What follows belongs to an exercise in optimizing a design on an open flow for small area and a short achievable clock period; a production flow would make more cautious choices. RTL that was checked went through simulation tests only; none was proved equivalent to the original. No functional check of the RTL was part of runs 2 to 5. Power is estimated from default activity; no workload was simulated.

## config.mk

```make
export PLATFORM = sky130hd
export DESIGN_NAME = Processor_with_Power_Gating
export DESIGN_NICKNAME = Processor_with_Power_Gating
export VERILOG_FILES = /design/flow/design.v
export SDC_FILE = /design/flow/constraint.sdc
export NUM_CORES = 4
export LEC_CHECK = 0
export CAP_MARGIN = 20
export CORE_MARGIN = 2
export CORE_UTILIZATION = 65
export SLEW_MARGIN = 20
```

## constraint.sdc

```tcl
create_clock -name core_clock -period 90.0 [get_ports {clk}]
set_input_delay 18.0000 -clock core_clock [delete_from_list [all_inputs] [get_ports {clk}]]
set_output_delay 18.0000 -clock core_clock [all_outputs]
set_load 0.01 [all_outputs]
```

## design.v

```verilog
module pg_ctrl(
    input  wire clk,
    input  wire reset,
    input  wire active,
    output wire idle_detect,
    output reg  power_gated,
    output wire clk_en
);
    reg [2:0] idle_counter;
    assign idle_detect = idle_counter[2] & idle_counter[1];
    assign clk_en      = ~power_gated;
    wire       count_inc  = ~(idle_counter[2] & idle_counter[1] & idle_counter[0]);
    wire [2:0] count_next = {idle_counter[2] ^ (idle_counter[1] & idle_counter[0] & count_inc),
                             idle_counter[1] ^ (idle_counter[0] & count_inc),
                             idle_counter[0] ^ count_inc};
    always @(posedge clk or posedge reset) begin
        if (reset) begin
            idle_counter <= 3'd0;
            power_gated  <= 1'b0;
        end else begin
            idle_counter <= active ? 3'd0 : count_next;
            power_gated  <= ~active & (idle_counter == 3'd7);
        end
    end
endmodule
module ALU_with_power_gating(
    input  wire clk,
    input  wire reset,
    input  wire [3:0] A,
    input  wire [3:0] B,
    input  wire [2:0] opcode,
    output reg  [3:0] result,
    output wire idle_detect,
    output wire power_gated,
    output wire clk_en
);
    reg [3:0] prev_A, prev_B;
    reg [2:0] prev_opcode;
    reg [3:0] alu_out;
    wire activity_detected = (A != prev_A) || (B != prev_B) || (opcode != prev_opcode);
    wire [3:0] g  = A & B;           
    wire [3:0] t  = A | B;           
    wire [3:0] gb = ~A & B;          
    wire [3:0] tb = ~A | B;          
    wire [3:0] x  = A ^ B;
    wire [3:0] c, bw;
    assign c[0]  = 1'b0;
    assign c[1]  = g[0];
    assign c[2]  = g[1] | (t[1] & g[0]);
    assign c[3]  = g[2] | (t[2] & g[1]) | (t[2] & t[1] & g[0]);
    assign bw[0] = 1'b0;
    assign bw[1] = gb[0];
    assign bw[2] = gb[1] | (tb[1] & gb[0]);
    assign bw[3] = gb[2] | (tb[2] & gb[1]) | (tb[2] & tb[1] & gb[0]);
    wire [3:0] arith = x ^ (opcode[0] ? bw : c);
    wire [3:0] logic_r = opcode[0] ? t : g;
    wire [3:0] shift = opcode[0] ? {1'b0, A[3:1]} : {A[2:0], 1'b0};
    wire [3:0] unary = opcode[0] ? ~A : x;
    always @(*) begin
        case (opcode[2:1])
            2'b00: alu_out = arith;
            2'b01: alu_out = logic_r;
            2'b10: alu_out = unary;
            default: alu_out = shift;
        endcase
    end
    always @(posedge clk or posedge reset) begin
        if (reset) begin
            prev_A      <= 4'b0000;
            prev_B      <= 4'b0000;
            prev_opcode <= 3'b000;
            result      <= 4'b0000;
        end else begin
            prev_A      <= A;
            prev_B      <= B;
            prev_opcode <= opcode;
            result      <= alu_out;
        end
    end
    pg_ctrl ctrl (
        .clk(clk), .reset(reset), .active(activity_detected),
        .idle_detect(idle_detect), .power_gated(power_gated), .clk_en(clk_en)
    );
endmodule
module Memory_with_power_gating(
    input  wire clk,
    input  wire reset,
    input  wire [3:0] addr,
    input  wire [7:0] data_in,
    input  wire write_en,
    input  wire req_valid,
    output reg  [7:0] data_out,
    output wire idle_detect,
    output wire power_gated,
    output wire clk_en
);
    reg [7:0]  mem [0:15];
    reg [15:0] valid;
    reg [3:0] prev_addr;
    reg [7:0] prev_data_in;
    reg       prev_write_en;
    wire activity_detected = req_valid || (addr != prev_addr) ||
                             (data_in != prev_data_in) || (write_en != prev_write_en);
    wire [3:0] lo   = 4'd1 << addr[1:0];
    wire [3:0] hi   = 4'd1 << addr[3:2];
    wire       wr   = req_valid & write_en;
    wire       rd   = req_valid & ~write_en;
    wire [3:0] lo_w = lo & {4{wr}};
    wire [3:0] hi_r = hi & {4{rd}};
    wire [15:0] we_w, rd_sel;
    genvar w;
    generate
        for (w = 0; w < 16; w = w + 1) begin : word
            assign we_w[w]   = lo_w[w % 4] & hi[w / 4];
            assign rd_sel[w] = lo[w % 4] & hi_r[w / 4] & valid[w];
        end
    endgenerate
    reg  [7:0]  data_out_next;
    integer j;
    always @(*) begin
        data_out_next = ({8{wr}} & data_in) | ({8{~req_valid}} & data_out);
        for (j = 0; j < 16; j = j + 1)
            data_out_next = data_out_next | (mem[j] & {8{rd_sel[j]}});
    end
    integer m;
    always @(posedge clk) begin
        for (m = 0; m < 16; m = m + 1)
            if (we_w[m])
                mem[m] <= data_in;
    end
    always @(posedge clk or posedge reset) begin
        if (reset) begin
            data_out      <= 8'd0;
            valid         <= 16'd0;
            prev_addr     <= 4'd0;
            prev_data_in  <= 8'd0;
            prev_write_en <= 1'b0;
        end else begin
            data_out <= data_out_next;
            valid <= valid | we_w;
            prev_addr     <= addr;
            prev_data_in  <= data_in;
            prev_write_en <= write_en;
        end
    end
    pg_ctrl ctrl (
        .clk(clk), .reset(reset), .active(activity_detected),
        .idle_detect(idle_detect), .power_gated(power_gated), .clk_en(clk_en)
    );
endmodule
module IO_with_power_gating(
    input  wire clk,
    input  wire reset,
    input  wire [7:0] io_in,
    input  wire write_en,
    input  wire read_request,
    output reg  [7:0] io_out,
    output wire idle_detect,
    output wire power_gated,
    output wire clk_en
);
    reg [7:0] prev_io_in;
    wire activity_detected = write_en || read_request || (io_in != prev_io_in);
    always @(posedge clk or posedge reset) begin
        if (reset) begin
            io_out     <= 8'b00000000;
            prev_io_in <= 8'b00000000;
        end else begin
            if (write_en)
                io_out <= io_in;
            prev_io_in <= io_in;
        end
    end
    pg_ctrl ctrl (
        .clk(clk), .reset(reset), .active(activity_detected),
        .idle_detect(idle_detect), .power_gated(power_gated), .clk_en(clk_en)
    );
endmodule
module pmc_rca #(parameter W = 8) (
    input  wire [W-1:0] a,
    input  wire [W-1:0] b,
    input  wire         ci,
    output wire [W-1:0] s,
    output wire         co
);
    wire [W:0] c;
    assign c[0] = ci;
    genvar i;
    generate
        for (i = 0; i < W; i = i + 1) begin : bit_
            assign s[i]   = a[i] ^ b[i] ^ c[i];
            assign c[i+1] = (a[i] & b[i]) | (a[i] & c[i]) | (b[i] & c[i]);
        end
    endgenerate
    assign co = c[W];
endmodule
module pmc_div_step(
    input  wire [8:0] p,
    input  wire [7:0] tneg,
    output wire       q,
    output wire [7:0] r
);
    wire [7:0] s;
    wire       co;
    pmc_rca #(8) sub (.a(p[7:0]), .b(tneg), .ci(1'b0), .s(s), .co(co));
    assign q = p[8] | co;
    assign r = q ? s : p[7:0];
endmodule
module Power_Management_Controller(
    input  wire clk,
    input  wire reset,
    input  wire alu_idle,
    input  wire mem_idle,
    input  wire io_idle,
    input  wire alu_power_gated,
    input  wire mem_power_gated,
    input  wire io_power_gated,
    output wire system_power_save_mode,
    output wire [1:0] active_modules_count,
    output wire [7:0] power_efficiency_metric
);
    reg  [7:0]  total_neg;
    reg  [12:0] gated25;
    reg  [6:0]  metric;
    reg  [1:0]  gated_units;
    assign active_modules_count = ~gated_units;
    assign system_power_save_mode = gated_units[1] & gated_units[0];
    assign power_efficiency_metric = {1'b0, metric};
    wire        t_step = (total_neg != 8'd1);
    wire [7:0]  total_neg_dec;
    wire        total_neg_co;
    pmc_rca #(8) dec_t (.a(total_neg), .b({8{t_step}}), .ci(1'b0),
                        .s(total_neg_dec), .co(total_neg_co));
    wire [7:0]  total_neg_next = total_neg_dec;
    wire        g_step = system_power_save_mode & (gated25 != 13'd6375);
    wire [12:0] gated25_add;
    wire        gated25_co;
    pmc_rca #(13) add_g (.a(gated25), .b({8'd0, g_step, g_step, 2'b00, g_step}), .ci(1'b0),
                         .s(gated25_add), .co(gated25_co));
    wire [12:0] gated25_next = gated25_add;
    reg  [7:0]  div_r;
    reg  [2:0]  div_q;
    wire [14:0] num_next = {gated25_next, 2'b00};
    wire [8:0]  p6 = num_next[14:6];
    wire        q6, q5, q4;
    wire [7:0]  r6, r5, r4;
    pmc_div_step st6 (.p(p6),                 .tneg(total_neg_next), .q(q6), .r(r6));
    pmc_div_step st5 (.p({r6, num_next[5]}),  .tneg(total_neg_next), .q(q5), .r(r5));
    pmc_div_step st4 (.p({r5, num_next[4]}),  .tneg(total_neg_next), .q(q4), .r(r4));
    wire [14:0] num = {gated25, 2'b00};
    wire        q3, q2, q1, q0;
    wire [7:0]  r3, r2, r1, r0;
    pmc_div_step st3 (.p({div_r, num[3]}), .tneg(total_neg), .q(q3), .r(r3));
    pmc_div_step st2 (.p({r3, num[2]}),    .tneg(total_neg), .q(q2), .r(r2));
    pmc_div_step st1 (.p({r2, num[1]}),    .tneg(total_neg), .q(q1), .r(r1));
    pmc_div_step st0 (.p({r1, num[0]}),    .tneg(total_neg), .q(q0), .r(r0));
    always @(posedge clk or posedge reset) begin
        if (reset) begin
            gated_units            <= 2'b00;
            metric                 <= 7'd0;
            total_neg              <= 8'h00;
            gated25                <= 13'd0;
            div_r                  <= 8'd0;
            div_q                  <= 3'd0;
        end else begin
            total_neg <= total_neg_next;
            gated25   <= gated25_next;
            gated_units <= {1'b0, alu_power_gated} + {1'b0, mem_power_gated} + {1'b0, io_power_gated};
            div_r  <= r4;
            div_q  <= {q6, q5, q4};
            metric <= {div_q, q3, q2, q1, q0};
        end
    end
endmodule
module Processor_with_Power_Gating(
    input  wire clk,
    input  wire reset,
    input  wire [3:0] alu_a,
    input  wire [3:0] alu_b,
    input  wire [2:0] alu_opcode,
    output wire [3:0] alu_result,
    input  wire [3:0] mem_addr,
    input  wire [7:0] mem_data_in,
    input  wire mem_write_en,
    input  wire mem_req_valid,
    output wire [7:0] mem_data_out,
    input  wire [7:0] io_in,
    input  wire io_write_en,
    input  wire io_read_request,
    output wire [7:0] io_out,
    output wire alu_idle,
    output wire mem_idle,
    output wire io_idle,
    output wire alu_power_gated,
    output wire mem_power_gated,
    output wire io_power_gated,
    output wire system_power_save_mode,
    output wire [1:0] active_modules_count,
    output wire [7:0] power_efficiency_metric,
    output wire alu_clk_en,
    output wire mem_clk_en,
    output wire io_clk_en
);
    ALU_with_power_gating alu_inst (
        .clk(clk),
        .reset(reset),
        .A(alu_a),
        .B(alu_b),
        .opcode(alu_opcode),
        .result(alu_result),
        .idle_detect(alu_idle),
        .power_gated(alu_power_gated),
        .clk_en(alu_clk_en)
    );
    Memory_with_power_gating mem_inst (
        .clk(clk),
        .reset(reset),
        .addr(mem_addr),
        .data_in(mem_data_in),
        .write_en(mem_write_en),
        .req_valid(mem_req_valid),
        .data_out(mem_data_out),
        .idle_detect(mem_idle),
        .power_gated(mem_power_gated),
        .clk_en(mem_clk_en)
    );
    IO_with_power_gating io_inst (
        .clk(clk),
        .reset(reset),
        .io_in(io_in),
        .write_en(io_write_en),
        .read_request(io_read_request),
        .io_out(io_out),
        .idle_detect(io_idle),
        .power_gated(io_power_gated),
        .clk_en(io_clk_en)
    );
    Power_Management_Controller pmc_inst (
        .clk(clk),
        .reset(reset),
        .alu_idle(alu_idle),
        .mem_idle(mem_idle),
        .io_idle(io_idle),
        .alu_power_gated(alu_power_gated),
        .mem_power_gated(mem_power_gated),
        .io_power_gated(io_power_gated),
        .system_power_save_mode(system_power_save_mode),
        .active_modules_count(active_modules_count),
        .power_efficiency_metric(power_efficiency_metric)
    );
endmodule
```

## flow/run.sh

```bash
#!/bin/bash
# The standard layout (the standard.sh, unchanged synthesis and steps),
# with two changes:
#  - the port buffers that global placement inserts on every input and output
#    are sky130_fd_sc_hd__buf_2 instead of the default clkdlybuf4s50_1 delay
#    cell;
#  - clock tree synthesis inserts no dummy load cells, and builds the tree
#    from small clock buffers (clkbuf_8 at the root, clkbuf_4 below), with
#    sink clusters of up to 10 flip-flops within 100 um.
set -euo pipefail
export BUFFER_PORTS_ARGS="-buffer_cell sky130_fd_sc_hd__buf_2"
export CTS_ARGS="-sink_clustering_enable -repair_clock_nets -dont_use_dummy_load -root_buf sky130_fd_sc_hd__clkbuf_8 -buf_list {sky130_fd_sc_hd__clkbuf_4} -sink_clustering_size 10 -sink_clustering_max_diameter 100"
bash standard.sh > standard.log 2>&1
```

## standard.sh

```bash
#!/bin/bash
# synth_recipe.tcl (not shown) runs the flow's synth.tcl, then flattens the netlist and writes it again
# the make line also repeats each setting of config.mk as NAME=value (left out here)
make -C /OpenROAD-flow-scripts/flow DESIGN_CONFIG=/design/flow/config.mk WORK_HOME=/design/flow/orfs CLKGATE_MAP_FILE= SYNTH_SCRIPT=/design/flow/synth_recipe.tcl "${@:-finish}"
```

==> key figures, run 1 <==
Status
  • Outcome: finished clean

Final layout
  • Area grow syn2layout: 7.072%
  • Final Util: around 70%
  • Nets@finish: roughly 1,000
  • # diodes: 0
  • Share of cells above drive strength 1: about 18%
  • Fillers: roughly 1,200

Drt
  • Residual DRC count: 0
  • Via count: 6,852
  • Initial DRC Count: between 700 and 800
  • Routed len/inst: 22.24 um
  • Antenna Nets Post-Route: 0
  • Routed WL: roughly 25 mm
  • Drt via density: between 6 and 7
  • Drt pass-1 iters: 5

Timing
  • Final setup viols: 0
  • Fin. Hold Viols: 0
  • Final cycle utilization of the critical path: between 20 and 25%
  • Worst-Margin Slew: 1151 ps
  • Fin. max-slew vios: 0
  • Relative slew slack: 23.02%
  • Post-Route Skew: 48.62 ps
  • Hold Slack: between 300 and 400 ps
  • Final setup TNS: 0 ps
  • Fmax: 50.99 MHz
  • RSZ-0062 raised after global routing: no
  • Tmin final: about 20,000 ps

Yosys
  • Ys flop type: edfxtp_1
  • Sequential area share after synthesis: 61.16%
  • Avg Cell Area, Syn: around 14 sq um
  • Top area cells in the synthesized netlist: edfxtp_1 34%, dfrtp_1 27%, fa_1 8.6%, ha_1 3.7%, inv_1 2.2%
  • Synth area leader: edfxtp_1
  • Syn nets: approximately 900
  • Commonest cells post-synth: 128 x edfxtp_1, 121 x dfrtp_1, 65 x inv_1, 48 x fa_1, 45 x nor2_1
  • Cell Area, Synth: 11,230 sq um
  • Top cell type's share of synthesized area: ~34%
  • Post-synthesis async set-or-reset flop share: 48.59%
  • Post-synth EDFFs: 128
  • Yosys reg bits: around 250
  • Synthesized instance count: 808
  • Netlist cell types: between 50 and 60
  • Ys Warns: 6
  • Most numerous cell in the Yosys netlist: edfxtp_1

Setup path
  • Crit path kind: primary input to register
  • Required time worst endpoint: between 90,000 and 100,000 ps
  • R2R setup slack: ~77,000 ps
  • CP startpoint kind: primary input
  • Worst Path Max Fanout: 12
  • CP Capture Type: register
  • Crit path DAT: ~20,000 ps

Floorplanning
  • Die height: ~140 um
  • Initial core utilization: about two thirds
  • Core Box Area: between 15,000 and 20,000 sq um
  • Total die area: about 18,000 sq um
  • # IOs: 77
  • Row cnt: 48
  • Chip width: ~140 um

Global routing
  • Vias in the first global route: approximately 7,000
  • Initial antenna violation count: 0
  • GRT Resource Usage Total: between 20% and 30%
  • Total gr overflow: 0
  • First-pass GRT wire length: around 39 mm
  • Largest net degree at the start of global routing: between 70 and 80

Pwr
  • Combinational share of power: 7.1%
  • Seq pwr share: between 60% and 70%
  • Pint: 0.1450 mW
  • VDD IR-drop max: around 0.000013 V
  • Clock power frac: 26.0%
  • Sw power: 0.04319 mW
  • Sw Share: a little under a quarter
  • P per Cell Area: between 15 and 20 nW/um^2
  • Pleak: 5.005 nW

Clock tree
  • H-tree depth: 1
  • Post-CTS sizing: 0
  • CTS tree: built
  • CTS max path bufs: 3
  • Postcts setup bufs: 0
  • Clk Latency, worst-skew pair: roughly 560 ps
  • Clk slew on worst S/H paths: approximately 100 ps
  • CTS Hold Bufs: 0
  • Root Buffer Master: clkbuf_8
  • Num CTS Buffers: 28
  • CTS sink cnt: between 200 and 250

Min path
  • Hold Path Class: register to register

Place
  • Routability cong.: about 0.9
  • DP HPWL: 17.24 mm
  • PortBufs: 75

Job
  • Max_cap viols: 0
==> cell usage in the layout, fill, tap and decap left out, types with 3 or more instances in the layout <==
cell type	Yosys	routed
a221oi_1	15	15
nand2b_1	4	4
inv_1	65	64
clkbuf_8	0	3
nor3_1	12	9
nor2b_1	5	5
nor4_1	5	5
and3_1	23	23
mux2_4	4	4
a22o_1	11	11
o21ai_0	19	19
ha_1	33	33
buf_2	3	75
a222oi_1	16	16
mux2i_1	13	13
or2_2	16	16
nand3_1	10	10
xor2_1	24	24
a21oi_1	25	25
a22oi_1	24	24
mux2_2	20	20
edfxtp_1	128	128
dfrtp_1	121	121
nor3_2	0	3
fa_1	48	48
nand2_1	41	41
clkbuf_4	0	25
xnor2_1	12	12
nand4_1	8	8
nor2_1	45	45
==> area by class of cell <==
class	instances	area, sq um	area share [%]
inverter	66	250.2	2.080
sequential	249	6872	57.13
multi-input combinational	464	4006	33.31
clock buffer	28	229.0	1.903
tap	225	281.5	2.340
timing repair buffer	77	390.4	3.245
==> power by group through the flow <==
stage	Clock, mW	Combinational [mW]	Sequential (mW)
CTS	0.0506	0.0134	0.126
finish	0.0490	0.0134	0.126
global placement	0	0.0129	0.128
detailed placement	0	0.0134	0.128
floorplan	0	0.00733	0.128
global route	0.0543	0.0148	0.126
==> worst paths after layout <==
check	start	endpoint	cells after the start
hold reg to reg	pmc_inst.div_q[1]$_DFF_PP0_	pmc_inst.metric[5]$_DFF_PP0_	0
hold / removal	pmc_inst.div_q[1]$_DFF_PP0_	pmc_inst.metric[5]$_DFF_PP0_	0
setup / recovery	mem_req_valid	mem_inst.mem[13][6]$_DFFE_PP_	4
setup reg to reg	pmc_inst.gated25[8]$_DFF_PP0_	pmc_inst.div_r[6]$_DFF_PP0_	44
max in group asynchronous	reset	pmc_inst.gated25[6]$_DFF_PP0_	3
min in group asynchronous	reset	io_inst.ctrl.idle_counter[1]$_DFF_PP0_	2
==> through the flow <==
stage	power, mW	area, sq um	std cells	setup WS (ps)
finish	0.1882	12030	1109	70390
global route	0.1953	12030	1109	70350
CTS	0.1898	12020	1109	70310
detailed placement	0.1416	11790	1081	69690
global placement	0.1410	11780	1080	69710
floorplan	0.1354	11230	808	68790
==> routing by layer <==
layer  GRT usage (%)  share of wire, %
met5               0                 0
met4           8.160               2.9
met3           5.350               9.7
met2           43.46                45
met1           42.78                42
==> sequential cells by signal, summed over array words and instances (netlist names), 4 cells and up <==
signal / cells
mem_inst.mem: 128
mem_inst.valid: 16
pmc_inst.gated25: 13
io_inst.io_out: 8
io_inst.prev_io_in: 8
mem_inst.data_out: 8
mem_inst.prev_data_in: 8
pmc_inst.div_r: 8
pmc_inst.total_neg: 8
pmc_inst.metric: 7
alu_inst.prev_A: 4
alu_inst.prev_B: 4
alu_inst.result: 4
mem_inst.prev_addr: 4
==> worst max-delay path: stages <==
cell and delay (ps):
buf_2 110, and2_1 520, nand2_1 230, nor2_1 910
==> cells by family after synthesis <==
| group | count (synthesis) | synth area share (%) |
|---|---|---|
| flip-flops | 249 | 61.16 |
| adder cells (fa/ha/maj) | 83 | 12.42 |
| multiplexers | 39 | 4.098 |
| AND/OR/NAND/NOR | 181 | 8.075 |
| buffers and inverters | 95 | 3.308 |
| other | 1 | 0.03338 |
| AO/OA/AOI/OAI | 124 | 8.097 |
| XOR/XNOR | 36 | 2.807 |
==> run 2: changes to the inputs <==
--- a/design.v
+++ b/design.v
@@ -240,18 +240,16 @@
     wire [12:0] gated25_next = gated25_add;
-    reg  [7:0]  div_r;
-    reg  [2:0]  div_q;
-    wire [14:0] num_next = {gated25_next, 2'b00};
-    wire [8:0]  p6 = num_next[14:6];
-    wire        q6, q5, q4;
-    wire [7:0]  r6, r5, r4;
-    pmc_div_step st6 (.p(p6),                 .tneg(total_neg_next), .q(q6), .r(r6));
-    pmc_div_step st5 (.p({r6, num_next[5]}),  .tneg(total_neg_next), .q(q5), .r(r5));
-    pmc_div_step st4 (.p({r5, num_next[4]}),  .tneg(total_neg_next), .q(q4), .r(r4));
     wire [14:0] num = {gated25, 2'b00};
-    wire        q3, q2, q1, q0;
-    wire [7:0]  r3, r2, r1, r0;
-    pmc_div_step st3 (.p({div_r, num[3]}), .tneg(total_neg), .q(q3), .r(r3));
-    pmc_div_step st2 (.p({r3, num[2]}),    .tneg(total_neg), .q(q2), .r(r2));
-    pmc_div_step st1 (.p({r2, num[1]}),    .tneg(total_neg), .q(q1), .r(r1));
-    pmc_div_step st0 (.p({r1, num[0]}),    .tneg(total_neg), .q(q0), .r(r0));
+    wire [8:0]  p [0:6];
+    wire [7:0]  r [0:6];
+    wire [6:0]  q;
+    assign p[6] = num[14:6];
+    genvar k;
+    generate
+        for (k = 6; k >= 0; k = k - 1) begin : step
+            pmc_div_step st (.p(p[k]), .tneg(total_neg), .q(q[k]), .r(r[k]));
+            if (k > 0) begin : next
+                assign p[k-1] = {r[k], num[k-1]};
+            end
+        end
+    endgenerate
     always @(posedge clk or posedge reset) begin
@@ -262,4 +260,2 @@
             gated25                <= 13'd0;
-            div_r                  <= 8'd0;
-            div_q                  <= 3'd0;
         end else begin
@@ -268,5 +264,3 @@
             gated_units <= {1'b0, alu_power_gated} + {1'b0, mem_power_gated} + {1'b0, io_power_gated};
-            div_r  <= r4;
-            div_q  <= {q6, q5, q4};
-            metric <= {div_q, q3, q2, q1, q0};
+            metric <= q;
         end
==> flow/run.sh (replaced) <==
#!/bin/bash
# The standard layout (the standard.sh, unchanged synthesis and steps),
# with two changes:
#  - the port buffers that global placement inserts on every input and output
#    are sky130_fd_sc_hd__buf_2 instead of the default clkdlybuf4s50_1 delay
#    cell;
#  - clock tree synthesis inserts no dummy load cells, and builds the tree
#    from small clock buffers.
set -euo pipefail
export BUFFER_PORTS_ARGS="-buffer_cell sky130_fd_sc_hd__buf_2"
export CTS_ARGS="-sink_clustering_enable -repair_clock_nets -dont_use_dummy_load -root_buf sky130_fd_sc_hd__clkbuf_8 -buf_list {sky130_fd_sc_hd__clkbuf_2}"
bash standard.sh > standard.log 2>&1
==> run 2 against run 1 <==
Effect of this change:
- clock power rose by 12%
- sequential power fell by 4%
- non-clock buffer count is 1 lower
- flip-flop and latch count decreased by 11
- clock-buffer cell count rose by 27
- register-to-register slack lost 11000 ps
- area after synthesis rose by 0.22%
- worst setup slack got worse by 4400 ps
- global-route usage grew 0.54 points
- cell area rose by 0.88%
==> key figures, run 2 <==
Place
  • Placed cell area: 11,800 sq um
  • Placed Cells incl. Taps: 1,097
  • PortBufs: 75
  • Routability cong.: just over 0.9
  • DP HPWL: 17.42 mm

Yosys
  • Post-synthesis async set-or-reset flop share: 46.22%
  • Commonest cells post-synth: 128 x edfxtp_1, 110 x dfrtp_1, 71 x inv_1, 49 x fa_1, 41 x nor2_1
  • Sequential area share after synthesis: 58.58%
  • Avg Cell Area, Syn: 13.60 sq um
  • Post-synth EDFFs: 128
  • Syn nets: 946
  • Netlist cell types: 74
  • Yosys reg bits: 238
  • Top cell type's share of synthesized area: about a third
  • Synth area leader: edfxtp_1
  • Cell Area, Synth: about 11,000 sq um
  • Synthesized instance count: just over 800
  • Ys Warns: 6
  • Top area cells in the synthesized netlist: edfxtp_1 34%, dfrtp_1 24%, fa_1 8.7%, ha_1 3.6%, inv_1 2.4%
  • Most numerous cell in the Yosys netlist: edfxtp_1
  • Ys flop type: edfxtp_1

Floorplanning
  • Die height: 135.6 um
  • Row cnt: 48
  • Core Box Area: 17,120 sq um
  • # IOs: 77
  • Chip width: between 100 and 150 um
  • Total die area: between 15,000 and 20,000 sq um
  • Initial core utilization: around 66%

Setup path
  • Required time worst endpoint: 90,370 ps
  • CP Capture Type: register
  • Worst Path Max Fanout: 14
  • Slowest CP cell: dfrtp_1
  • Crit path largest cell delay: ~550 ps
  • CP dominant cell by count: fa_1
  • CP startpoint kind: register
  • Crit path DAT: around 24,000 ps
  • Crit path kind: register to register

Drt
  • Routed len/inst: 22.06 um
  • Initial DRC Count: 684
  • Antenna Nets Post-Route: 0
  • Drt pass-1 iters: 5
  • Via count: 7,280
  • Drt via density: approximately 6.3
  • Residual DRC count: 0
  • Routed WL: approximately 25 mm

Pwr
  • Pleak: 5.148 nW
  • VDD IR-drop max: 0.00001197 V
  • P per Cell Area: 15.53 nW/um^2

Final layout
  • Fillers: ~1,300
  • Final non-filler cell area: about 12,000 sq um
  • Share of cells above drive strength 1: 20.28%
  • Commonest non-fill, non-tap cell in the layout: edfxtp_1
  • Multi-input gate area: 4270 sq um
  • Most frequent cells in the layout: 128 x edfxtp_1, 110 x dfrtp_1, 75 x buf_2
  • Largest register FFs: between 100 and 150
  • Non-Filler Instances: about 1,200
  • Top reg by flops: mem_inst.mem
  • Largest registers: mem_inst.mem: 128 flops, mem_inst.valid: 16 flops, pmc_inst.gated25: 13 flops
  • Area grow syn2layout: 7.779%
  • Register Area: approximately 6600 sq um
  • Nets@finish: ~1,000

Timing
  • Final setup viols: 0
  • Fin. max-slew vios: 0
  • Fmax: 41.60 MHz
  • Final setup TNS: 0 ps
  • Post-Route Skew: between 70 and 80 ps
  • Tmin final: about 24,000 ps
  • Worst-Margin Slew: 1152 ps
  • Fin. Hold Viols: 0
  • RSZ-0062 raised after global routing: no
  • Relative slew slack: 22.91%
  • Final cycle utilization of the critical path: about a quarter

Clock tree
  • H-tree depth: 2
  • CTS max path bufs: 3
  • Root Buffer Master: clkbuf_8
  • CTS Hold Bufs: 0
  • CTS sink cnt: 238
  • Clk slew on worst S/H paths: around 90 ps
  • Num CTS Buffers: 55
  • CTS tree: built
  • Post-CTS sizing: 0
  • Clk Latency, worst-skew pair: 530 ps
  • Postcts setup bufs: 0

Global routing
  • GRT Resource Usage Total: between 20% and 30%
  • Largest net degree at the start of global routing: between 60 and 70
  • First-pass GRT wire length: 39.52 mm
  • Vias in the first global route: approximately 7,400
  • Initial antenna violation count: 1
  • Total gr overflow: 0

Min path
  • Hold Path Class: register to register

Status
  • Outcome: finished clean

Job
  • Max_cap viols: 0
-- run 2: cell types whose count changed after synthesis, moves of 5 or more --
cell	before	now
a22o_1	11	16
inv_1	65	71
a211oi_1	1	6
mux2i_1	13	8
nand2_1	41	36
o211ai_1	0	7
dfrtp_1	121	110
mux2_2	20	14
-- run 2: final cells by class --
cell class | instances | share of cell area, %
Timing Repair Buffer | 76 | 3.155
Inverter | 74 | 2.330
Antenna cell | 1 | 0.02062
Tap cell | 225 | 2.320
Sequential cell | 238 | 54.36
Clock buffer | 55 | 2.629
Multi-Input combinational cell | 484 | 35.19
-- run 2: through the flow --
| stage | util (%) | setup WS (ps) | hold slack (ps) | total power, mW |
|---|---|---|---|---|
| finish | 70.90 | 65960 | 463.1 | 0.1884 |
| detailed placement | 68.95 | 65980 | 446.7 | 0.1360 |
| CTS | 70.81 | 65920 | 464.7 | 0.1900 |
| floorplan | - | 67480 | 430.2 | 0.1303 |
| global placement | 68.95 | 66710 | 445.3 | 0.1351 |
| global route | 70.88 | 64580 | 480.7 | 0.1966 |
-- run 2: worst paths after layout --
path / from / slack [ps] / depth (start not counted) / endpoint
setup reg to reg: pmc_inst.total_neg[0]$_DFF_PP0_ / 65960 / 77 / pmc_inst.metric[0]$_DFF_PP0_
max in group asynchronous: reset / 71150 / 3 / mem_inst.valid[14]$_DFF_PP0_
hold / removal: mem_inst.valid[0]$_DFF_PP0_ / 460 / 1 / mem_inst.valid[0]$_DFF_PP0_
setup / recovery: pmc_inst.total_neg[0]$_DFF_PP0_ / 65960 / 77 / pmc_inst.metric[0]$_DFF_PP0_
min in group asynchronous: reset / 17560 / 2 / mem_inst.data_out[3]$_DFF_PP0_
hold reg to reg: mem_inst.valid[0]$_DFF_PP0_ / 460 / 1 / mem_inst.valid[0]$_DFF_PP0_
-- run 2: kinds of logic after synthesis --
family | Yosys count | synth area share [%]
flops | 238 | 58.58
simple gates | 180 | 8.501
compound gates | 158 | 11.16
buf+inv | 106 | 3.778
fa+ha+maj | 82 | 12.36
xor+xnor | 37 | 2.878
mux | 26 | 2.711
other cells | 1 | 0.03331
-- run 2: per-layer routing --
| metal | vias up | GRT usage [%] | share of wire [%] | routed length (um) |
|---|---|---|---|---|
| met5 | - | 0 | 0 | 0 |
| met4 | 0 | 10.36 | 2.7 | 688 |
| met3 | 62 | 8.679 | 9.8 | 2500 |
| met2 | 400 | 43.86 | 46 | 11810 |
| met1 | 3596 | 40.53 | 41 | 10430 |
| li1 | 3222 | - | - | - |
-- run 2: where the power goes --
group          internal (mW)  leakage (nW)  switching, mW
combinational        0.00525          2.40        0.00780
sequential             0.119          2.51        0.00164
clock                 0.0198         0.244         0.0350
-- run 2: worst max-delay path, delay by kind of cell (launching register included) --
kind,cells,cell delay [ps]
and+or+nand+nor,7,2600
muxes,6,1830
AOI/OAI and AO/OA,7,1470
adders and majority gates,43,16240
DFF,1,550
buffers and inverters,14,1220
==> run 3: changes to the inputs <==
--- a/design.v
+++ b/design.v
@@ -4,3 +4,3 @@
     input  wire active,
-    output wire idle_detect,
+    output reg  idle_detect,
     output reg  power_gated,
@@ -8,9 +8,5 @@
 );
+    assign clk_en = ~power_gated;
     reg [2:0] idle_counter;
-    assign idle_detect = idle_counter[2] & idle_counter[1];
-    assign clk_en      = ~power_gated;
-    wire       count_inc  = ~(idle_counter[2] & idle_counter[1] & idle_counter[0]);
-    wire [2:0] count_next = {idle_counter[2] ^ (idle_counter[1] & idle_counter[0] & count_inc),
-                             idle_counter[1] ^ (idle_counter[0] & count_inc),
-                             idle_counter[0] ^ count_inc};
+    wire [2:0] count_next = (idle_counter == 3'd7) ? 3'd7 : idle_counter + 3'd1;
     always @(posedge clk or posedge reset) begin
@@ -18,2 +14,3 @@
             idle_counter <= 3'd0;
+            idle_detect  <= 1'b0;
             power_gated  <= 1'b0;
@@ -21,2 +18,3 @@
             idle_counter <= active ? 3'd0 : count_next;
+            idle_detect  <= ~active & (idle_counter >= 3'd5);
             power_gated  <= ~active & (idle_counter == 3'd7);
@@ -101,4 +99,9 @@
     reg       prev_write_en;
-    wire activity_detected = req_valid || (addr != prev_addr) ||
+    reg       prev_req_valid;
+    wire addr_same = (addr == prev_addr);
+    wire activity_detected = req_valid || !addr_same ||
                              (data_in != prev_data_in) || (write_en != prev_write_en);
+    wire        pending = prev_req_valid & prev_write_en;
+    wire [15:0] wr_word = {16{pending}} & (16'd1 << prev_addr);
+    wire [15:0] readable = valid & ~wr_word;
     wire [3:0] lo   = 4'd1 << addr[1:0];
@@ -107,5 +110,5 @@
     wire       rd   = req_valid & ~write_en;
-    wire [3:0] lo_w = lo & {4{wr}};
     wire [3:0] hi_r = hi & {4{rd}};
-    wire [15:0] we_w, rd_sel;
+    wire       fwd  = rd & pending & addr_same;
+    wire [15:0] rd_sel;
     genvar w;
@@ -113,4 +116,3 @@
         for (w = 0; w < 16; w = w + 1) begin : word
-            assign we_w[w]   = lo_w[w % 4] & hi[w / 4];
-            assign rd_sel[w] = lo[w % 4] & hi_r[w / 4] & valid[w];
+            assign rd_sel[w] = lo[w % 4] & hi_r[w / 4] & readable[w];
         end
@@ -120,3 +122,4 @@
     always @(*) begin
-        data_out_next = ({8{wr}} & data_in) | ({8{~req_valid}} & data_out);
+        data_out_next = ({8{wr}} & data_in) | ({8{~req_valid}} & data_out) |
+                        ({8{fwd}} & prev_data_in);
         for (j = 0; j < 16; j = j + 1)
@@ -127,4 +130,4 @@
         for (m = 0; m < 16; m = m + 1)
-            if (we_w[m])
-                mem[m] <= data_in;
+            if (wr_word[m])
+                mem[m] <= prev_data_in;
     end
@@ -132,13 +135,15 @@
         if (reset) begin
-            data_out      <= 8'd0;
-            valid         <= 16'd0;
-            prev_addr     <= 4'd0;
-            prev_data_in  <= 8'd0;
-            prev_write_en <= 1'b0;
+            data_out       <= 8'd0;
+            valid          <= 16'd0;
+            prev_addr      <= 4'd0;
+            prev_data_in   <= 8'd0;
+            prev_write_en  <= 1'b0;
+            prev_req_valid <= 1'b0;
         end else begin
-            data_out <= data_out_next;
-            valid <= valid | we_w;
-            prev_addr     <= addr;
-            prev_data_in  <= data_in;
-            prev_write_en <= write_en;
+            data_out       <= data_out_next;
+            valid          <= valid | wr_word;
+            prev_addr      <= addr;
+            prev_data_in   <= data_in;
+            prev_write_en  <= write_en;
+            prev_req_valid <= req_valid;
         end
@@ -217,3 +222,3 @@
     input  wire io_power_gated,
-    output wire system_power_save_mode,
+    output reg  system_power_save_mode,
     output wire [1:0] active_modules_count,
@@ -226,32 +231,25 @@
     assign active_modules_count = ~gated_units;
-    assign system_power_save_mode = gated_units[1] & gated_units[0];
     assign power_efficiency_metric = {1'b0, metric};
-    wire        t_step = (total_neg != 8'd1);
-    wire [7:0]  total_neg_dec;
-    wire        total_neg_co;
-    pmc_rca #(8) dec_t (.a(total_neg), .b({8{t_step}}), .ci(1'b0),
-                        .s(total_neg_dec), .co(total_neg_co));
-    wire [7:0]  total_neg_next = total_neg_dec;
-    wire        g_step = system_power_save_mode & (gated25 != 13'd6375);
-    wire [12:0] gated25_add;
-    wire        gated25_co;
-    pmc_rca #(13) add_g (.a(gated25), .b({8'd0, g_step, g_step, 2'b00, g_step}), .ci(1'b0),
-                         .s(gated25_add), .co(gated25_co));
-    wire [12:0] gated25_next = gated25_add;
+    wire [7:0]  total_neg_next = (total_neg != 8'd1) ? total_neg - 8'd1 : total_neg;
+    wire [12:0] gated25_next   = (system_power_save_mode && gated25 != 13'd6375) ?
+                                 gated25 + 13'd25 : gated25;
+    reg  [7:0]  div_r;
+    reg  [2:0]  div_q;
+    wire [14:0] num_next = {gated25_next, 2'b00};
+    wire [8:0]  p6 = num_next[14:6];
+    wire        q6, q5, q4;
+    wire [7:0]  r6, r5, r4;
+    pmc_div_step st6 (.p(p6),                 .tneg(total_neg_next), .q(q6), .r(r6));
+    pmc_div_step st5 (.p({r6, num_next[5]}),  .tneg(total_neg_next), .q(q5), .r(r5));
+    pmc_div_step st4 (.p({r5, num_next[4]}),  .tneg(total_neg_next), .q(q4), .r(r4));
     wire [14:0] num = {gated25, 2'b00};
-    wire [8:0]  p [0:6];
-    wire [7:0]  r [0:6];
-    wire [6:0]  q;
-    assign p[6] = num[14:6];
-    genvar k;
-    generate
-        for (k = 6; k >= 0; k = k - 1) begin : step
-            pmc_div_step st (.p(p[k]), .tneg(total_neg), .q(q[k]), .r(r[k]));
-            if (k > 0) begin : next
-                assign p[k-1] = {r[k], num[k-1]};
-            end
-        end
-    endgenerate
+    wire        q3, q2, q1, q0;
+    wire [7:0]  r3, r2, r1, r0;
+    pmc_div_step st3 (.p({div_r, num[3]}), .tneg(total_neg), .q(q3), .r(r3));
+    pmc_div_step st2 (.p({r3, num[2]}),    .tneg(total_neg), .q(q2), .r(r2));
+    pmc_div_step st1 (.p({r2, num[1]}),    .tneg(total_neg), .q(q1), .r(r1));
+    pmc_div_step st0 (.p({r1, num[0]}),    .tneg(total_neg), .q(q0), .r(r0));
     always @(posedge clk or posedge reset) begin
         if (reset) begin
+            system_power_save_mode <= 1'b0;
             gated_units            <= 2'b00;
@@ -260,2 +258,4 @@
             gated25                <= 13'd0;
+            div_r                  <= 8'd0;
+            div_q                  <= 3'd0;
         end else begin
@@ -264,3 +264,6 @@
             gated_units <= {1'b0, alu_power_gated} + {1'b0, mem_power_gated} + {1'b0, io_power_gated};
-            metric <= q;
+            system_power_save_mode <= alu_power_gated & mem_power_gated & io_power_gated;
+            div_r  <= r4;
+            div_q  <= {q6, q5, q4};
+            metric <= {div_q, q3, q2, q1, q0};
         end
--- a/flow/run.sh
+++ b/flow/run.sh
@@ -10,3 +10,3 @@
 export BUFFER_PORTS_ARGS="-buffer_cell sky130_fd_sc_hd__buf_2"
-export CTS_ARGS="-sink_clustering_enable -repair_clock_nets -dont_use_dummy_load -root_buf sky130_fd_sc_hd__clkbuf_8 -buf_list {sky130_fd_sc_hd__clkbuf_2}"
+export CTS_ARGS="-sink_clustering_enable -repair_clock_nets -dont_use_dummy_load -root_buf sky130_fd_sc_hd__clkbuf_16 -buf_list {sky130_fd_sc_hd__clkbuf_2}"
 bash standard.sh > standard.log 2>&1
--- a/config.mk
+++ b/config.mk
@@ -9,3 +9,3 @@
 export CORE_MARGIN = 2
-export CORE_UTILIZATION = 65
+export CORE_UTILIZATION = 40
 export SLEW_MARGIN = 20
==> run 3 against run 2 <==
Effect of this change:
- combinational power about the same
- register-to-register slack better by 11000 ps
- clock-buffer cell count up 14
- cell area up 12%
- worst hold slack worse by 130 ps
- non-clock buffer count up 26
- die area up 72%
==> key figures, run 3 <==
Yosys
  • Largest family of logic cells by synthesized area: compound AO/OA/AOI/OAI gates
  • Yosys reg bits: between 200 and 300
  • Netlist cell types: 81
  • Synth Area in Simple Gates: about a tenth
  • Post-synthesis async set-or-reset flop share: 49.61%
  • Ys flop type: edfxtp_1
  • Syn nets: 1,023
  • Avg Cell Area, Syn: approximately 13 sq um
  • Synthesized instance count: 916
  • Cell Area, Synth: around 12,000 sq um
  • Post-synth EDFFs: between 100 and 150
  • Synth Area in XOR/XNOR: just under 4%
  • Top cell type's share of synthesized area: between 30% and 40%
  • Top area cells in the synthesized netlist: edfxtp_1 32%, dfrtp_1 26%, fa_1 6.8%, ha_1 3.0%, xor2_1 2.4%
  • Synth area leader: edfxtp_1
  • Mux cell area share after synthesis: under 10%
  • Ys Warns: 6
  • Commonest cells post-synth: 128 x edfxtp_1, 126 x dfrtp_1, 75 x inv_1, 49 x nor2_1, 45 x nand2_1
  • Most numerous cell in the Yosys netlist: edfxtp_1
  • Sequential area share after synthesis: between 50% and 60%
  • Post-Synth Adder-Cell Area: around a tenth
  • Compound-Gate Fraction of Synth Area: between 10% and 20%

Pwr
  • VDD IR-drop max: about 0.0000098 V
  • Pleak: approximately 5.6 nW
  • Pwr Total: between 0.2 and 0.25 mW
  • Combinational share of power: approximately 5.8%
  • Sw Share: about a quarter
  • Seq pwr share: between 50% and 60%
  • Sw power: between 0.05 and 0.06 mW
  • P per Cell Area: about 16 nW/um^2
  • Pint: about 0.17 mW
  • Clock power frac: a little over a third

Final layout
  • Multi-input gate area: 4720 sq um
  • Nets@finish: between 1,000 and 1,500
  • Fillers: 2,729
  • Commonest non-fill, non-tap cell in the layout: edfxtp_1
  • Final Util: 45.90%
  • Final non-filler cell area: 13,600 sq um
  • Largest registers: mem_inst.mem: 128 flops, mem_inst.valid: 16 flops, pmc_inst.gated25: 13 flops
  • Top reg by flops: mem_inst.mem
  • Share of cells above drive strength 1: 22.40%
  • Area grow syn2layout: 12.71%
  • Register Area: approximately 7000 sq um
  • Most frequent cells in the layout: 128 x edfxtp_1, 126 x dfrtp_1, 76 x buf_2
  • Largest register FFs: 128
  • # diodes: 0

Clock tree
  • Root Buffer Master: clkbuf_16
  • CTS max path bufs: 3
  • CTS sink cnt: about 250
  • Post-CTS sizing: 0
  • Postcts setup bufs: 0
  • CTS Hold Bufs: 0
  • Clk Latency, worst-skew pair: between 500 and 600 ps
  • Clk slew on worst S/H paths: around 80 ps
  • Num CTS Buffers: 69
  • CTS tree: built
  • H-tree depth: 3

Drt
  • Antenna Nets Post-Route: 0
  • Residual DRC count: 0
  • Drt via density: approximately 5.5
  • Routed WL: 28.89 mm
  • Drt pass-1 iters: 5
  • Via count: between 7,000 and 8,000
  • Initial DRC Count: between 600 and 700
  • Routed len/inst: ~20 um

Floorplanning
  • Core Box Area: about 30,000 sq um
  • Chip width: ~180 um
  • Row cnt: between 60 and 70
  • Die height: 177.7 um
  • # IOs: between 70 and 80
  • Total die area: between 30,000 and 40,000 sq um
  • Initial core utilization: 40.73%

Job
  • Max_cap viols: 0

Place
  • DP HPWL: roughly 20 mm
  • PortBufs: 75
  • Routability cong.: slightly above 0.8
  • Placed cell area: 13,070 sq um

Global routing
  • First-pass GRT wire length: 45.19 mm
  • Vias in the first global route: approximately 8,100
  • Initial antenna violation count: 0
  • Largest net degree at the start of global routing: 74
  • Total gr overflow: 0
  • GRT Resource Usage Total: 18.92%

Min path
  • Hold Path Class: register to register

Timing
  • Final setup viols: 0
  • Fin. max-slew vios: 0
  • Worst-Margin Slew: around 1100 ps
  • Fin. Hold Viols: 0
  • Final setup TNS: 0 ps
  • Final cycle utilization of the critical path: between 20% and 30%
  • Relative slew slack: ~28%
  • Tmin final: about 20,000 ps
  • Post-Route Skew: approximately 38 ps
  • Fmax: about 50 MHz
  • RSZ-0062 raised after global routing: no

Status
  • Outcome: finished clean

Setup path
  • CP Capture Type: register
  • Required time worst endpoint: 90,420 ps
  • Worst Path Max Fanout: 23
  • Crit path DAT: roughly 20,000 ps
  • CP startpoint kind: primary input
  • Crit path kind: primary input to register
==> run 3: cell count changes after synthesis, moves of 9 or more <==
cell | previous run | this run
clkbuf_1 | 25 | 14
nor3_1 | 16 | 36
a222oi_1 | 16 | 0
dfrtp_1 | 110 | 126
nand2_1 | 36 | 45
xor2_1 | 22 | 33
and3_1 | 24 | 8
==> run 3: critical path, stage by stage <==
cell and delay (ps):
buf_2 350, or4b_2 730, nor3_2 620, a22o_1 250
a221oi_1 50, and3_1 230, nand4_1 80
==> run 3: through the flow <==
step	setup slack [ps]	hold slack, ps	std cells
finish	70100	335.5	1457
global route	70020	352.3	1457
CTS	69790	340.9	1457
detailed placement	69270	341.0	1388
global placement	69310	334.6	1387
floorplan	68640	331.2	916
==> run 3: power by group through the flow <==
stage / clock [mW] / sequential (mW) / combinational (mW)
floorplan: 0 / 0.131 / 0.00776
global placement: 0 / 0.132 / 0.0126
detailed placement: 0 / 0.132 / 0.0129
CTS: 0.0817 / 0.129 / 0.0130
global route: 0.0860 / 0.130 / 0.0143
finish: 0.0779 / 0.129 / 0.0128
==> run 3: layer usage <==
layer	up-vias	part of all wire, %	track usage (%)
li1	3664	-	-
met2	268	46	28.94
met3	64	5.9	3.620
met4	0	2.9	7.855
met1	3959	45	26.48
met5	-	0	0
==> run 3: cell families (layout without fill, tap and decap cells) <==
kind of cell | after synthesis | in the layout
multiplexers | 37 | 37
flip-flops | 254 | 254
XOR/XNOR | 53 | 53
AO/OA/AOI/OAI | 167 | 167
other | 1 | 1
adder cells (fa/ha/maj) | 71 | 71
buffers and inverters | 97 | 248
AND/OR/NAND/NOR | 236 | 236
==> run 3: cell type report <==
class / instances / area share (%)
Clock buffer: 69 / 3.863
Timing Repair Buffer: 102 / 4.231
Tap cell: 390 / 3.587
Inverter: 77 / 2.198
Sequential cell: 254 / 51.43
Multi-Input combinational cell: 565 / 34.69
==> run 3: worst paths after layout <==
check                                                start                             end  slack [ps]  cells past startpoint
setup / recovery                             mem_req_valid  mem_inst.data_out[0]$_DFF_PP0_       70100                      7
hold / removal                 pmc_inst.div_q[0]$_DFF_PP0_    pmc_inst.metric[4]$_DFF_PP0_         340                      0
setup reg to reg           pmc_inst.gated25[0]$_DFFE_PP0P_     pmc_inst.div_r[7]$_DFF_PP0_       76570                     41
hold reg to reg                pmc_inst.div_q[0]$_DFF_PP0_    pmc_inst.metric[4]$_DFF_PP0_         340                      0
max in group asynchronous                            reset    alu_inst.prev_A[0]$_DFF_PP0_       71120                      3
min in group asynchronous                            reset    pmc_inst.metric[0]$_DFF_PP0_       17550                      2
==> run 4: changes to the inputs <==
--- a/design.v
+++ b/design.v
@@ -10,3 +10,2 @@
     reg [2:0] idle_counter;
-    wire [2:0] count_next = (idle_counter == 3'd7) ? 3'd7 : idle_counter + 3'd1;
     always @(posedge clk or posedge reset) begin
@@ -16,6 +15,13 @@
             power_gated  <= 1'b0;
+        end else if (active) begin
+            idle_counter <= 3'd0;
+            idle_detect  <= 1'b0;
+            power_gated  <= 1'b0;
         end else begin
-            idle_counter <= active ? 3'd0 : count_next;
-            idle_detect  <= ~active & (idle_counter >= 3'd5);
-            power_gated  <= ~active & (idle_counter == 3'd7);
+            if (idle_counter != 3'd7)
+                idle_counter <= idle_counter + 3'd1;
+            if (idle_counter >= 3'd5)
+                idle_detect <= 1'b1;
+            if (idle_counter == 3'd7)
+                power_gated <= 1'b1;
         end
@@ -52,12 +58,12 @@
     assign bw[3] = gb[2] | (tb[2] & gb[1]) | (tb[2] & tb[1] & gb[0]);
-    wire [3:0] arith = x ^ (opcode[0] ? bw : c);
-    wire [3:0] logic_r = opcode[0] ? t : g;
-    wire [3:0] shift = opcode[0] ? {1'b0, A[3:1]} : {A[2:0], 1'b0};
-    wire [3:0] unary = opcode[0] ? ~A : x;
     always @(*) begin
-        case (opcode[2:1])
-            2'b00: alu_out = arith;
-            2'b01: alu_out = logic_r;
-            2'b10: alu_out = unary;
-            default: alu_out = shift;
+        case (opcode)
+            3'b000: alu_out = x ^ c;               
+            3'b001: alu_out = x ^ bw;              
+            3'b010: alu_out = g;
+            3'b011: alu_out = t;
+            3'b100: alu_out = x;
+            3'b101: alu_out = ~A;
+            3'b110: alu_out = {A[2:0], 1'b0};
+            default: alu_out = {1'b0, A[3:1]};
         endcase
==> run 4 against run 3 <==
Effect of this change:
- clock-buffer cell count unchanged
- worst setup slack got worse by 120 ps
- largest cell class unchanged
- fmax decreased by 0.60%
- clock skew increased by 6.4 ps
- die area decreased by 1.1%
- area after synthesis decreased by 1.2%
- non-clock buffer count decreased by 13
- worst hold slack improved by 5.8 ps
- register-to-register slack improved by 320 ps
- clock power about the same
- cell area decreased by 1.9%
- first-iteration DRC count decreased by 8.2%
==> key figures, run 4 <==
Final layout
  • # diodes: 0
  • Nets@finish: 1,168
  • Top reg by flops: mem_inst.mem
  • Fillers: approximately 2,800
  • Final Util: a little under half
  • Largest register FFs: 128
  • Commonest non-fill, non-tap cell in the layout: edfxtp_1
  • Final non-filler cell area: 13,350 sq um
  • Largest registers: mem_inst.mem: 128 flops, mem_inst.valid: 16 flops, pmc_inst.gated25: 13 flops
  • Share of cells above drive strength 1: 20.36%
  • Area grow syn2layout: 11.93%
  • Most frequent cells in the layout: 128 x edfxtp_1, 126 x dfrtp_1, 75 x buf_2

Setup path
  • Buf/Inv on CP: 1
  • Crit path largest cell delay: between 800 and 900 ps
  • R2r endpoint: pmc_inst.div_r[7]$_DFF_PP0_
  • Worst Path Max Fanout: 20
  • Crit path DAT: between 20,000 and 25,000 ps
  • Critical path's top delay family: simple AND/OR/NAND/NOR gates
  • CP startpoint kind: primary input
  • End point of the critical path: mem_inst.data_out[1]$_DFF_PP0_
  • Required time worst endpoint: 90,390 ps
  • Worst r2r src: pmc_inst.gated25[1]$_DFFE_PP0P_
  • CP Capture Type: register
  • Critical Path Start: mem_req_valid
  • Slowest CP cell: nor3_1
  • Crit path kind: primary input to register
  • Cell Chain, Critical Path: buf_2 > nand2b_1 > or3_1 > nor3_1 > a22o_1 > a221oi_1 > and4_1 > nand4_1
  • Stages on worst setup path: 8
  • Worst R2R Path Depth: just over 40
  • R2R setup slack: 76,890 ps

Timing
  • Fmax: approximately 50 MHz
  • Relative slew slack: between 20% and 30%
  • RSZ-0062 raised after global routing: no
  • Final setup TNS: 0 ps
  • Fin. max-slew vios: 0
  • Post-Route Skew: 44.29 ps
  • Tmin final: around 20,000 ps
  • Final setup viols: 0
  • Fin. Hold Viols: 0
  • Final cycle utilization of the critical path: ~22%
  • Worst-Margin Slew: around 1100 ps

Clock tree
  • Num CTS Buffers: 69
  • CTS max path bufs: 3
  • CTS sink cnt: around 250
  • CTS tree: built
  • Root Buffer Master: clkbuf_16
  • CTS Hold Bufs: 0
  • Post-CTS sizing: 0
  • Clk slew on worst S/H paths: around 90 ps
  • Postcts setup bufs: 0
  • H-tree depth: 3
  • Clk Latency, worst-skew pair: 500 ps

Drt
  • DR WL met3: roughly 2.3 mm
  • Routed WL: 28.14 mm
  • Residual DRC count: 0
  • Met2 Wirelength: 12.29 mm
  • Routed len/inst: between 15 and 20 um
  • Initial DRC Count: approximately 570
  • Drt via density: between 5 and 6
  • Wire length on met1: between 10 and 15 mm
  • Highest metal layer with signal wires: met5
  • Drt pass-1 iters: 10
  • Via count: ~7,800
  • Antenna Nets Post-Route: 0

Yosys
  • Yosys reg bits: about 250
  • Top area cells in the synthesized netlist: edfxtp_1 32%, dfrtp_1 26%, fa_1 6.9%, ha_1 3.4%, a22oi_1 2.9%
  • Post-Synth Adder-Cell Area: about a tenth
  • Netlist cell types: 67
  • Post-synth EDFFs: between 100 and 150
  • Ys flop type: edfxtp_1
  • Most numerous cell in the Yosys netlist: edfxtp_1
  • Largest family of logic cells by synthesized area: simple AND/OR/NAND/NOR gates
  • Synth area leader: edfxtp_1
  • Avg Cell Area, Syn: 12.99 sq um
  • Mux cell area share after synthesis: under 10%
  • Sequential area share after synthesis: roughly three fifths
  • Ys Warns: 6
  • Top cell type's share of synthesized area: 32.22%
  • Cell Area, Synth: approximately 12,000 sq um
  • Commonest cells post-synth: 128 x edfxtp_1, 126 x dfrtp_1, 67 x nor2_1, 62 x inv_1, 55 x nand2_1
  • Syn nets: just over 1,000
  • Post-synthesis async set-or-reset flop share: approximately 50%
  • Synth Area in XOR/XNOR: about 4%
  • Compound-Gate Fraction of Synth Area: 9.125%
  • Synthesized instance count: between 900 and 1,000
  • Synth Area in Simple Gates: between 10% and 20%

Status
  • Outcome: finished clean

Job
  • Max_cap viols: 0

Floorplanning
  • Total die area: ~31,000 sq um
  • Die height: between 150 and 200 um
  • Core Box Area: about 29,000 sq um
  • # IOs: just under 80
  • Chip width: about 180 um
  • Initial core utilization: 40.46%
  • Row cnt: 63

Place
  • Routability cong.: approximately 0.87
  • Placed cell area: around 13,000 sq um
  • DP HPWL: about 20 mm
  • PortBufs: between 70 and 80

Pwr
  • VDD IR-drop max: between 0.00001 and 0.000015 V
  • P per Cell Area: 16.49 nW/um^2
  • Pleak: ~5.5 nW

Global routing
  • Largest net degree at the start of global routing: between 70 and 80
  • GRT Resource Usage Total: 18.98%
  • Initial antenna violation count: 1
  • Total gr overflow: 0
  • Vias in the first global route: approximately 8,000
  • First-pass GRT wire length: 44.93 mm

Min path
  • Hold Path Class: register to register
-- run 4: changes by cell type in the layout (fill, tap and decap cells not counted), sizes merged, moves of 10 or more --
cell	before	now
nand2	45	55
buf	102	89
a22oi	21	46
nor2	50	67
a22o	22	11
inv	76	63
a221oi	31	18
-- run 4: metal layers --
layer  GRT usage [%]  up-vias
met1           27.01     3784
met5               0        -
met3           4.768       63
met2           27.88      343
met4           7.645        2
li1                -     3583
-- run 4: cell type report --
| cell class | count | area, sq um | share of cell area [%] |
|---|---|---|---|
| clock buffer | 69 | 525.5 | 3.936 |
| tap | 390 | 488.0 | 3.655 |
| sequential | 254 | 6997 | 52.40 |
| multi-input combinational | 581 | 4617 | 34.58 |
| timing repair buffer | 89 | 480.5 | 3.599 |
| inverter | 63 | 244.0 | 1.827 |
-- run 4: logic make-up after synthesis --
kind of cell	count (synthesis)
adders and majority gates	76
xor gates and xnor gates	55
DFF	254
AOI/OAI and AO/OA	153
and+or+nand+nor	253
muxes	43
other	1
buffers and inverters	83
-- run 4: how the worst min path moves through the flow --
stage | start | to | slack [ps] | cells after the start
final | pmc_inst.div_q[1]$_DFF_PP0_ | pmc_inst.metric[5]$_DFF_PP0_ | 340 | 0
after global routing | pmc_inst.div_q[1]$_DFF_PP0_ | pmc_inst.metric[5]$_DFF_PP0_ | 350 | 0
after CTS | pmc_inst.div_q[1]$_DFF_PP0_ | pmc_inst.metric[5]$_DFF_PP0_ | 340 | 0
after detailed placement | pmc_inst.div_q[2]$_DFF_PP0_ | pmc_inst.metric[6]$_DFF_PP0_ | 330 | 0
after global placement | pmc_inst.div_q[2]$_DFF_PP0_ | pmc_inst.metric[6]$_DFF_PP0_ | 330 | 0
after floorplan | pmc_inst.div_q[0]$_DFF_PP0_ | pmc_inst.metric[4]$_DFF_PP0_ | 330 | 0
-- run 4: power breakdown --
part	switching, mW	leakage (nW)	internal (mW)	total (mW)
logic	0.00733	2.43	0.00528	0.0126
registers	0.00337	2.72	0.126	0.129
clock network	0.0425	0.360	0.0356	0.0780
-- run 4: worst reg2reg max path: cells and delay by family, from the launching register on --
family                     cells  cell delay, ps
muxes                          3            1020
AOI/OAI and AO/OA              2             290
adders and majority gates     22            8570
and+or+nand+nor                8            1840
buffers and inverters          5             400
xor gates and xnor gates       1             230
DFF                            1             550
-- run 4: stage by stage --
| stage | instances | hold slack (ps) | setup slack (ps) | total power [mW] |
|---|---|---|---|---|
| finish | 1446 | 341.4 | 69980 | 0.2201 |
| global route | 1446 | 349.3 | 69850 | 0.2314 |
| CTS | 1446 | 336.6 | 70110 | 0.2236 |
| detailed placement | 1377 | 334.7 | 69600 | 0.1446 |
| global placement | 1377 | 331.8 | 69680 | 0.1445 |
| floorplan | 918 | 331.2 | 68640 | 0.1386 |
==> run 5: changes to the inputs <==
--- a/design.v
+++ b/design.v
@@ -4,3 +4,3 @@
     input  wire active,
-    output reg  idle_detect,
+    output wire idle_detect,
     output reg  power_gated,
@@ -8,4 +8,6 @@
 );
-    assign clk_en = ~power_gated;
     reg [2:0] idle_counter;
+    assign idle_detect = idle_counter[2] & idle_counter[1];
+    assign clk_en      = ~power_gated;
+    wire [2:0] count_next = (idle_counter == 3'd7) ? 3'd7 : idle_counter + 3'd1;
     always @(posedge clk or posedge reset) begin
@@ -13,15 +15,6 @@
             idle_counter <= 3'd0;
-            idle_detect  <= 1'b0;
-            power_gated  <= 1'b0;
-        end else if (active) begin
-            idle_counter <= 3'd0;
-            idle_detect  <= 1'b0;
             power_gated  <= 1'b0;
         end else begin
-            if (idle_counter != 3'd7)
-                idle_counter <= idle_counter + 3'd1;
-            if (idle_counter >= 3'd5)
-                idle_detect <= 1'b1;
-            if (idle_counter == 3'd7)
-                power_gated <= 1'b1;
+            idle_counter <= active ? 3'd0 : count_next;
+            power_gated  <= ~active & (idle_counter == 3'd7);
         end
@@ -58,12 +51,12 @@
     assign bw[3] = gb[2] | (tb[2] & gb[1]) | (tb[2] & tb[1] & gb[0]);
+    wire [3:0] arith = x ^ (opcode[0] ? bw : c);
+    wire [3:0] logic_r = opcode[0] ? t : g;
+    wire [3:0] shift = opcode[0] ? {1'b0, A[3:1]} : {A[2:0], 1'b0};
+    wire [3:0] unary = opcode[0] ? ~A : x;
     always @(*) begin
-        case (opcode)
-            3'b000: alu_out = x ^ c;               
-            3'b001: alu_out = x ^ bw;              
-            3'b010: alu_out = g;
-            3'b011: alu_out = t;
-            3'b100: alu_out = x;
-            3'b101: alu_out = ~A;
-            3'b110: alu_out = {A[2:0], 1'b0};
-            default: alu_out = {1'b0, A[3:1]};
+        case (opcode[2:1])
+            2'b00: alu_out = arith;
+            2'b01: alu_out = logic_r;
+            2'b10: alu_out = unary;
+            default: alu_out = shift;
         endcase
@@ -110,4 +103,4 @@
     wire        pending = prev_req_valid & prev_write_en;
-    wire [15:0] wr_word = {16{pending}} & (16'd1 << prev_addr);
-    wire [15:0] readable = valid & ~wr_word;
+    wire [15:0] we_w    = {16{pending}} & (16'd1 << prev_addr);
+    wire [15:0] readable = valid & ~we_w;
     wire [3:0] lo   = 4'd1 << addr[1:0];
@@ -117,3 +110,3 @@
     wire [3:0] hi_r = hi & {4{rd}};
-    wire       fwd  = rd & pending & addr_same;
+    wire       hold = ~req_valid | (rd & pending & addr_same);
     wire [15:0] rd_sel;
@@ -128,4 +121,3 @@
     always @(*) begin
-        data_out_next = ({8{wr}} & data_in) | ({8{~req_valid}} & data_out) |
-                        ({8{fwd}} & prev_data_in);
+        data_out_next = ({8{wr}} & data_in) | ({8{hold}} & data_out);
         for (j = 0; j < 16; j = j + 1)
@@ -136,3 +128,3 @@
         for (m = 0; m < 16; m = m + 1)
-            if (wr_word[m])
+            if (we_w[m])
                 mem[m] <= prev_data_in;
@@ -149,3 +141,3 @@
             data_out       <= data_out_next;
-            valid          <= valid | wr_word;
+            valid          <= valid | we_w;
             prev_addr      <= addr;
@@ -228,3 +220,3 @@
     input  wire io_power_gated,
-    output reg  system_power_save_mode,
+    output wire system_power_save_mode,
     output wire [1:0] active_modules_count,
@@ -237,2 +229,3 @@
     assign active_modules_count = ~gated_units;
+    assign system_power_save_mode = gated_units[1] & gated_units[0];
     assign power_efficiency_metric = {1'b0, metric};
@@ -259,3 +252,2 @@
         if (reset) begin
-            system_power_save_mode <= 1'b0;
             gated_units            <= 2'b00;
@@ -270,3 +262,2 @@
             gated_units <= {1'b0, alu_power_gated} + {1'b0, mem_power_gated} + {1'b0, io_power_gated};
-            system_power_save_mode <= alu_power_gated & mem_power_gated & io_power_gated;
             div_r  <= r4;
--- a/config.mk
+++ b/config.mk
@@ -9,3 +9,3 @@
 export CORE_MARGIN = 2
-export CORE_UTILIZATION = 40
+export CORE_UTILIZATION = 65
 export SLEW_MARGIN = 20
==> run 5 against run 4 <==
Effect of this change:
- critical path type unchanged
- largest power group unchanged
- wire length fell by 8.9%
- area after synthesis fell by 2.8%
- utilization increased by 28 points
- non-clock buffer count is 5 higher
==> key figures, run 5 <==
Status
  • Outcome: finished clean

Global routing
  • Vias in the first global route: approximately 7,800
  • First-pass GRT wire length: just over 40 mm
  • Total gr overflow: 0
  • Largest net degree at the start of global routing: 65
  • GRT Resource Usage Total: approximately 29%
  • Initial antenna violation count: 0

Floorplanning
  • Chip width: around 140 um
  • Die height: 137.6 um
  • Core Box Area: 17,360 sq um
  • # IOs: 77
  • Initial core utilization: about two thirds
  • Row cnt: 48
  • Total die area: roughly 19,000 sq um

Final layout
  • Most frequent cells in the layout: 128 x edfxtp_1, 122 x dfrtp_1, 76 x buf_2
  • Commonest non-fill, non-tap cell in the layout: edfxtp_1
  • Final Util: between 70% and 80%
  • Top reg by flops: mem_inst.mem
  • Share of cells above drive strength 1: between 20% and 30%
  • Area grow syn2layout: 9.568%
  • Final non-filler cell area: ~13,000 sq um
  • Largest register FFs: roughly 130
  • Non-Filler Instances: around 1,200
  • # diodes: 0
  • Nets@finish: ~1,100
  • Largest registers: mem_inst.mem: 128 flops, mem_inst.valid: 16 flops, pmc_inst.gated25: 13 flops

Drt
  • Via count: 7,681
  • Drt pass-1 iters: 5
  • Routed WL: 25.63 mm
  • Residual DRC count: 0
  • Routed len/inst: about 21 um
  • Drt via density: just over 6
  • Initial DRC Count: ~830
  • Antenna Nets Post-Route: 0

Clock tree
  • CTS tree: built
  • CTS max path bufs: 3
  • Num CTS Buffers: 57
  • CTS sink cnt: 250
  • Clk Latency, worst-skew pair: 490 ps
  • Root Buffer Master: clkbuf_16
  • Postcts setup bufs: 0
  • Clk slew on worst S/H paths: approximately 90 ps
  • Post-CTS sizing: 0
  • CTS Hold Bufs: 0
  • H-tree depth: 2

Timing
  • Tmin final: just under 20,000 ps
  • Final setup viols: 0
  • Final cycle utilization of the critical path: 21.79%
  • Fin. max-slew vios: 0
  • Post-Route Skew: 52.35 ps
  • Worst-Margin Slew: around 1200 ps
  • Fmax: 50.99 MHz
  • Final setup TNS: 0 ps
  • Hold Slack: 359.2 ps
  • Relative slew slack: 19.64%
  • Fin. Hold Viols: 0
  • RSZ-0062 raised after global routing: no

Yosys
  • Cell Area, Synth: ~12,000 sq um
  • Post-synthesis async set-or-reset flop share: roughly 49%
  • Synthesized instance count: roughly 900
  • Yosys reg bits: 250
  • Ys Warns: 6
  • Top area cells in the synthesized netlist: edfxtp_1 33%, dfrtp_1 26%, fa_1 7.1%, ha_1 2.8%, a22oi_1 2.7%
  • Syn nets: between 900 and 1,000
  • Ys flop type: edfxtp_1
  • Netlist cell types: roughly 70
  • Sequential area share after synthesis: between 50 and 60%
  • Post-synth EDFFs: 128
  • Synth area leader: edfxtp_1
  • Avg Cell Area, Syn: 13.14 sq um
  • Most numerous cell in the Yosys netlist: edfxtp_1
  • Commonest cells post-synth: 128 x edfxtp_1, 122 x dfrtp_1, 65 x inv_1, 64 x nor2_1, 57 x nand2_1
  • Top cell type's share of synthesized area: 33.14%

Pwr
  • Pleak: ~5.2 nW
  • VDD IR-drop max: about 0.000012 V
  • Pint: between 0.15 and 0.2 mW
  • P per Cell Area: 16.07 nW/um^2
  • Sw Share: between 20% and 30%
  • Sw power: about 0.05 mW
  • Combinational share of power: under 10%
  • Clock power frac: between 30% and 40%
  • Seq pwr share: 62.3%

Setup path
  • Worst Path Max Fanout: 8
  • CP startpoint kind: primary input
  • CP Capture Type: register
  • Required time worst endpoint: ~90,000 ps
  • Crit path DAT: roughly 20,000 ps
  • Crit path kind: primary input to register

Place
  • Routability cong.: approximately 0.91
  • PortBufs: between 70 and 80
  • Placed cell area: roughly 12,000 sq um
  • DP HPWL: about 18 mm
  • Placed Cells incl. Taps: about 1,200

Job
  • Max_cap viols: 0

Min path
  • Hold Path Class: register to register
[run 5: power by group through the flow]
stage,combinational (mW),clock [mW],sequential [mW]
floorplan,0.00780,0,0.129
finish,0.0128,0.0641,0.127
global placement,0.0124,0,0.130
CTS,0.0129,0.0662,0.127
detailed placement,0.0128,0,0.130
global route,0.0143,0.0703,0.128
[run 5: final cells by class]
type	instances	area (sq um)
multi-input cells	546	4380
well taps	225	281.5
clock buffers	57	385.4
flip-flops and latches	250	6897
repair buffers	94	515.5
inverters	66	250.2
fillers	1206	4647
[run 5: worst paths after layout]
kind,startpoint,endpoint,cells after the start,slack (ps)
min in group asynchronous,reset,mem_inst.data_out[2]$_DFF_PP0_,2,17640
max in group asynchronous,reset,pmc_inst.div_q[0]$_DFF_PP0_,3,71020
worst min-delay path,pmc_inst.div_q[0]$_DFF_PP0_,pmc_inst.metric[4]$_DFF_PP0_,0,360
worst max-delay path,mem_write_en,mem_inst.data_out[7]$_DFF_PP0_,8,70390
worst min register to register,pmc_inst.div_q[0]$_DFF_PP0_,pmc_inst.metric[4]$_DFF_PP0_,0,360
worst max register to register,pmc_inst.gated25[0]$_DFFE_PP0P_,pmc_inst.div_r[6]$_DFF_PP0_,42,76490
[run 5: routing by layer]
layer / up-vias / GRT usage [%] / routed length [um]
met3: 71 / 7.248 / 2388
met5: - / 0 / 0
li1: 3454 / - / -
met1: 3788 / 40.45 / 10770
met2: 368 / 43.92 / 11840
met4: 0 / 9.851 / 634
[run 5: critical path: stages]
cell and delay (ps):
buf_2 130, nand2b_1 180, nor2_1 100, nand2_1 120, nor3_1 890, a222oi_1 280
and4_1 240, nand3_1 90
[run 5: cells by family after synthesis]
group | share of synthesized area, %
DFF | 59.45
and+or+nand+nor | 10.98
other | 0.03233
muxes | 3.203
xor gates and xnor gates | 4.153
AOI/OAI and AO/OA | 9.050
buffers and inverters | 3.063
adders and majority gates | 10.06
[run 5: stage by stage]
step / setup WS, ps / total power [mW]
floorplan: 68760 / 0.1369
finish: 70390 / 0.2042
global placement: 69780 / 0.1420
CTS: 70220 / 0.2064
global route: 70250 / 0.2124
detailed placement: 69700 / 0.1425

Re-timed with assumed drivers on the ports (clkbuf_16 on the clock, buf_2 on other inputs), run 5 has 70.405 ns of setup slack against 70.389 ns with ideal ports, and 69.896 ns once port delays also move by the mid clock arrival of 0.510 ns.
